What follows belongs to an exercise in optimizing a design on an open flow for small area and a short achievable clock period; a production flow would make more cautious choices.
The RTL was checked by simulation tests, not by an equivalence proof against the original design.

Setup of run A:
==> flow/design.v (excerpt) <==
module mul_pipe_single #(
  parameter XLEN    = 32,
  parameter RD_BITS = 5,
  parameter TAG_W   = 4
) (
  input  wire                 clk,
  input  wire                 rst,
  input  wire                 EX_mul,
  input  wire [XLEN-1:0]      EX_mul_a,
  input  wire [XLEN-1:0]      EX_mul_b,
  input  wire [RD_BITS-1:0]   EX_mul_rd,
  input  wire [TAG_W-1:0]     EX_mul_tag,
  input  wire                 MEM_we,     
  input  wire                 MEM_jlx,    
  output wire                 mul_result_valid,
  output wire [XLEN-1:0]      mul_result,
  output wire [RD_BITS-1:0]   mul_rd,           
  output wire [TAG_W-1:0]     mul_result_tag,   
  output wire                 mul_busy,
  output wire [RD_BITS-1:0]   mul_busy_rd,
  output wire [TAG_W-1:0]     mul_busy_tag,
  output wire                 mul_wb_conflict_stall,
  output wire                 mul_issue_stall
);
export LEC_CHECK = 0
export CAP_MARGIN = 20
export CORE_MARGIN = 2
export CORE_UTILIZATION = 40
export SLEW_MARGIN = 20
create_clock -name core_clock -period 10.0 [get_ports {clk}]
standard.sh (not shown) runs the stock make flow with config.mk's settings and CLKGATE_MAP_FILE= SYNTH_SCRIPT=/design/flow/synth_recipe.tcl, a recipe that flattens the netlist after the stock synthesis.
==> flow/flow/run.sh <==
#!/bin/bash
# Layout flow: the standard ORFS flow (standard.sh, unchanged synthesis), with
#  - after synthesis, flow/polarity.py flips full-adder cells (FA(~a,~b,~c) = ~FA(a,b,c))
#    so that fewer inverters are needed around them; registers are untouched
#  - port buffers made of plain buffers instead of the delay cells buffer_ports picks
set -euo pipefail
cd "$(dirname "$0")/.."
source flow/params.sh
export BUFFER_PORTS_ARGS
export SETUP_SLACK_MARGIN
R=orfs/results/sky130hd/mul_pipe_single/base
bash standard.sh synth > synth.log 2>&1
if [[ "${POLARITY:-1}" == 1 ]]; then
  cp $R/1_2_yosys.v $R/1_2_yosys.std.v
  python3 flow/polarity.py $R/1_2_yosys.std.v $R/1_2_yosys.v > polarity.log 2>&1
  rm -f $R/1_synth.odb
fi
bash standard.sh > standard.log 2>&1
==> flow/flow/params.sh <==
BUFFER_PORTS_ARGS="-buffer_cell sky130_fd_sc_hd__buf_1"
SETUP_SLACK_MARGIN=5.0
POLARITY=1
Other scripts of this flow, unchanged in this note and not shown: flow/flow/polarity.py
In summary, run A completed successfully, with a layout that passed the timing, design-rule and antenna checks.
What run B does differently from run A at the input level:
- setting CTS_BUF_LIST to sky130_fd_sc_hd__clkbuf_8 for the first time
==> flow/flow/params.sh <==
BUFFER_PORTS_ARGS="-buffer_cell sky130_fd_sc_hd__buf_1"
SETUP_SLACK_MARGIN=6.0
POLARITY=1
Findings:
Fraction of final layout cells with drive strength greater than 1 in run B vs run A: up 12 points
Looking at via count, run B sits above run A.
Delta (run B minus run A): final net count grew by about 4%, starting density of the core barely changed, growth of design area from synthesis to finish rose 9.4 points, clock tree buffer count of the final layout rose 1.
Relative to run B, the following input files were edited for run C:
- CTS_BUF_LIST no longer set, was sky130_fd_sc_hd__clkbuf_8
==> flow/flow/params.sh <==
BUFFER_PORTS_ARGS="-buffer_cell sky130_fd_sc_hd__buf_1"
SETUP_SLACK_MARGIN=4.0
POLARITY=1
### Flow results
Run C supports a lower top clock frequency than run B. Summary — setup slack, run C relative to run B: lower, by 940 ps. Run C ends up with lower layout net count than run B does.
> inputs changed (run C -> run D)
==> flow/flow/params.sh <==
BUFFER_PORTS_ARGS="-buffer_cell sky130_fd_sc_hd__buf_1"
SETUP_SLACK_MARGIN=7.0
POLARITY=1
Results
The lower design area of run D and run C is in run C. Run C → run D: total of cells resized after clock tree synthesis grew by 159, detailed-route wire length grew by about 20%, global-route wire length before repair grew by about 14%, sequential share of layout area shrank by 4.6 points. Run D reports a higher final hold slack than run C does. Global-route usage in run D is 3.3 points higher than in run C.
Here is what was changed in the inputs of run E compared with run D.
- CTS_BUF_LIST now sky130_fd_sc_hd__clkbuf_4 sky130_fd_sc_hd__clkbuf_8, previously not set
==> flow/flow/params.sh <==
BUFFER_PORTS_ARGS="-buffer_cell sky130_fd_sc_hd__buf_1"
SETUP_SLACK_MARGIN=6.0
POLARITY=1
--- outcome ---
Run E: no failed stages, no open violations at the end. Run E vs run D: count of filler cells inserted in the layout up by a little under 10%. In the metrics for run E and run D, the one carrying the lower global routing usage on met2 is run E. Of the two values seen for library cell contributing the largest single delay on the critical path, sky130_fd_sc_hd__edfxtp_1 was produced by run E and sky130_fd_sc_hd__fa_2 by run D.


== run 1 ==
mul_pipe_single, a different RTL version from the one above (not shown whole).
Size: ~870 cells after synthesis, roughly 130 I/O pins.
// mul_pipe_single
module mul_pipe_single #(
  parameter XLEN    = 32,
  parameter RD_BITS = 5,
  parameter TAG_W   = 4
) (
  input  wire                 clk,
  input  wire                 rst,
  input  wire                 EX_mul,
  input  wire [XLEN-1:0]      EX_mul_a,
  input  wire [XLEN-1:0]      EX_mul_b,
  input  wire [RD_BITS-1:0]   EX_mul_rd,
  input  wire [TAG_W-1:0]     EX_mul_tag,
  input  wire                 MEM_we,     
  input  wire                 MEM_jlx,    
  output wire                 mul_result_valid,
  output wire [XLEN-1:0]      mul_result,
  output wire [RD_BITS-1:0]   mul_rd,           
  output wire [TAG_W-1:0]     mul_result_tag,   
  output wire                 mul_busy,
  output wire [RD_BITS-1:0]   mul_busy_rd,
  output wire [TAG_W-1:0]     mul_busy_tag,
  output wire                 mul_wb_conflict_stall,
  output wire                 mul_issue_stall
);
==> flow/config.mk <==
export PLATFORM = sky130hd
export DESIGN_NAME = mul_pipe_single
export DESIGN_NICKNAME = mul_pipe_single
export VERILOG_FILES = /design/flow/design.v
export SDC_FILE = /design/flow/constraint.sdc
export NUM_CORES = 4
export LEC_CHECK = 0
export CAP_MARGIN = 20
export CORE_MARGIN = 2
export CORE_UTILIZATION = 50
export SLEW_MARGIN = 20
==> flow/constraint.sdc <==
create_clock -name core_clock -period 10.0 [get_ports {clk}]
set_input_delay 2.0000 -clock core_clock [delete_from_list [all_inputs] [get_ports {clk}]]
set_output_delay 2.0000 -clock core_clock [all_outputs]
set_load 0.01 [all_outputs]
Scripts as last shown in full above: flow/flow/run.sh
Other scripts of this flow, unchanged in this note and not shown: flow/flow/params.sh, flow/flow/polarity.py
The following lists how run 2 was set up differently from run 1:
- CTS_BUF_LIST now sky130_fd_sc_hd__clkbuf_4 sky130_fd_sc_hd__clkbuf_8, previously not set
- CORE_UTILIZATION now 60, was 50
[summary]
Run 2 completed end to end with timing, DRC and antenna clean.
Run 1 has a lower largest driver fanout on the critical path than run 2.
Number of core rows went down by more than 10% going from run 1 to run 2.
First-pass GRT wire length (run 2 vs. run 1) decreases by a few percent
For placer congestion estimate, dividing the value from run 1 by the value from run 2 gives 1.08.
Run comparison: run 1 capturing element of the worst setup path acc[8]$_SDFF_PP0_; run 2 capturing element of the worst setup path acc[9]$_SDFF_PP0_
Higher register-to-register slack goes to run 1 over run 2.


build 1:
mul_pipe_single, a different RTL version from the one above (not shown whole).
Size: about 820 cells after synthesis, roughly 130 I/O pins, ~8700 um2 of cells after synthesis.
// mul_pipe_single
module mul_pipe_single #(
  parameter XLEN    = 32,
  parameter RD_BITS = 5,
  parameter TAG_W   = 4
) (
  input  wire                 clk,
  input  wire                 rst,
  input  wire                 EX_mul,
  input  wire [XLEN-1:0]      EX_mul_a,
  input  wire [XLEN-1:0]      EX_mul_b,
  input  wire [RD_BITS-1:0]   EX_mul_rd,
  input  wire [TAG_W-1:0]     EX_mul_tag,
  input  wire                 MEM_we,     
  input  wire                 MEM_jlx,    
  output wire                 mul_result_valid,
  output wire [XLEN-1:0]      mul_result,
  output wire [RD_BITS-1:0]   mul_rd,           
  output wire [TAG_W-1:0]     mul_result_tag,   
  output wire                 mul_busy,
  output wire [RD_BITS-1:0]   mul_busy_rd,
  output wire [TAG_W-1:0]     mul_busy_tag,
  output wire                 mul_wb_conflict_stall,
  output wire                 mul_issue_stall
);
==> flow/config.mk <==
export PLATFORM = sky130hd
export DESIGN_NAME = mul_pipe_single
export DESIGN_NICKNAME = mul_pipe_single
export VERILOG_FILES = /design/flow/design.v
export SDC_FILE = /design/flow/constraint.sdc
export NUM_CORES = 4
export LEC_CHECK = 0
export CAP_MARGIN = 20
export CORE_MARGIN = 2
export CORE_UTILIZATION = 40
export SLEW_MARGIN = 20
==> flow/constraint.sdc <==
create_clock -name core_clock -period 10.0 [get_ports {clk}]
set_input_delay 2.0000 -clock core_clock [delete_from_list [all_inputs] [get_ports {clk}]]
set_output_delay 2.0000 -clock core_clock [all_outputs]
set_load 0.01 [all_outputs]
==> flow/flow/params.sh <==
BUFFER_PORTS_ARGS="-buffer_cell sky130_fd_sc_hd__buf_1"
SETUP_SLACK_MARGIN=5.4
POLARITY=1
Scripts as last shown in full above: flow/flow/run.sh
Other scripts of this flow, unchanged in this note and not shown: flow/flow/polarity.py
Build 1 | status: complete | timing, DRC, antenna: pass
The following lists how build 57 was set up differently from build 1:
--- a/flow/flow/params.sh
+++ b/flow/flow/params.sh
@@ -2 +2 @@
-SETUP_SLACK_MARGIN=5.4
+SETUP_SLACK_MARGIN=4.8
[summary]
- Both conditions hold for build 57: the flow ran to the end and the final layout passed the timing, design-rule and antenna checks.
- Changes observed in build 57 relative to build 1: part of the cycle the worst path needs rose 3.6 points; count of vias placed by the detailed router down 201; global routing usage summed across all routing layers shrank by 0.82 points; global-route wire length before repair decreased by 3.6% relative to the old numbers.
- The vertical die dimension was comparable across build 1 and build 57.
- Cmp build 1 and build 57 / clock period minus final worst setup slack / higher: build 57
> inputs changed (build 57 -> build 70)
--- a/flow/flow/params.sh
+++ b/flow/flow/params.sh
@@ -2 +2 @@
-SETUP_SLACK_MARGIN=4.8
+SETUP_SLACK_MARGIN=5.2
Findings:
- Summary — maximum fanout count along the critical path, build 70 relative to build 57: lower, by 6.
- Both conditions hold for build 70: the flow ran to the end and the final layout passed the timing, design-rule and antenna checks.
- | number of buffers added by the clock tree synthesis step | build 70 vs build 57 | ≈ equal |
- Against build 57, worst setup slack in build 70 came out better.
- Comparing build 70 and build 57, the higher number of post-CTS setup repair buffers was measured on build 70.
### build 70 -> build 44
--- a/flow/flow/params.sh
+++ b/flow/flow/params.sh
@@ -2 +2 @@
-SETUP_SLACK_MARGIN=5.2
+SETUP_SLACK_MARGIN=5.0
### Flow results
- On via count of the first global-routing pass, build 44 tracks build 70 almost exactly.
- Higher total non-filler cell area in the finished layout among build 44 and build 70: build 70
- Summary: maximum clock frequency, build 44 worse than build 70
- Build 44: share of the clock period used by the worst path 1.0 points above build 70
- Worst setup path endpoint = acc[23]$_SDFF_PP0_: build 44; worst setup path endpoint = acc[7]$_SDFF_PP0_: build 70
Relative to build 44, the following input files were edited for build 35:
Settings: an added CTS_BUF_LIST of sky130_fd_sc_hd__clkbuf_8 sky130_fd_sc_hd__clkbuf_16.
[summary]
From build 44 to build 35 the numbers moved as follows: worst setup slack saw little to no change; critical path depth saw little to no change. Reported for build 44 and build 35, final standard cell count with taps included and fillers excluded turned out identical to the last digit.

## re-timing with driven ports
Ports are ideal in the flow. The routed layouts listed here were re-timed in OpenROAD.
Step 1 assumes that a clkbuf_16 drives the clock port and a buf_2 every other input.
Step 2 adds t to the input delays and takes it off the output delays; t is the mean of the earliest and latest rising clock arrival at the registers after step 1. Input paths then give back, and output paths get back, about the clock's delay inside the block.
Three values: no drivers, after step 1, after step 2; two values: the first two.
run	t, ns	setup WS [ns]	hold WS [ns]	cell pins on the clock port's net
run A	0.404	5.207 / 5.207 / 5.207	0.465 / 0.465 / 0.465	1
run B	0.432	5.492 / 5.492 / 5.492	0.477 / 0.477 / 0.477	1
run C	0.406	4.555 / 4.555 / 4.555	0.465 / 0.465 / 0.465	1
run D	0.399	5.529 / 5.529 / 5.529	0.484 / 0.484 / 0.484	1
run E	0.432	5.492 / 5.492 / 5.492	0.477 / 0.477 / 0.477	1
run 1	0.411	5.490 / 5.490 / 5.490	0.441 / 0.441 / 0.441	1
run 2	0.428	5.373 / 5.373 / 5.373	0.452 / 0.452 / 0.452	1
build 1	0.416	5.543 / 5.543 / 5.543	0.476 / 0.476 / 0.476	1
build 57	0.408	5.183 / 5.183 / 5.183	0.470 / 0.470 / 0.470	1
build 70	0.407	5.440 / 5.440 / 5.440	0.470 / 0.470 / 0.470	1
build 44	0.409	5.337 / 5.337 / 5.337	0.471 / 0.471 / 0.471	1
build 35	0.409	5.337 / 5.337 / 5.337	0.471 / 0.471 / 0.471	1
After both steps setup and hold are still met in every run listed.
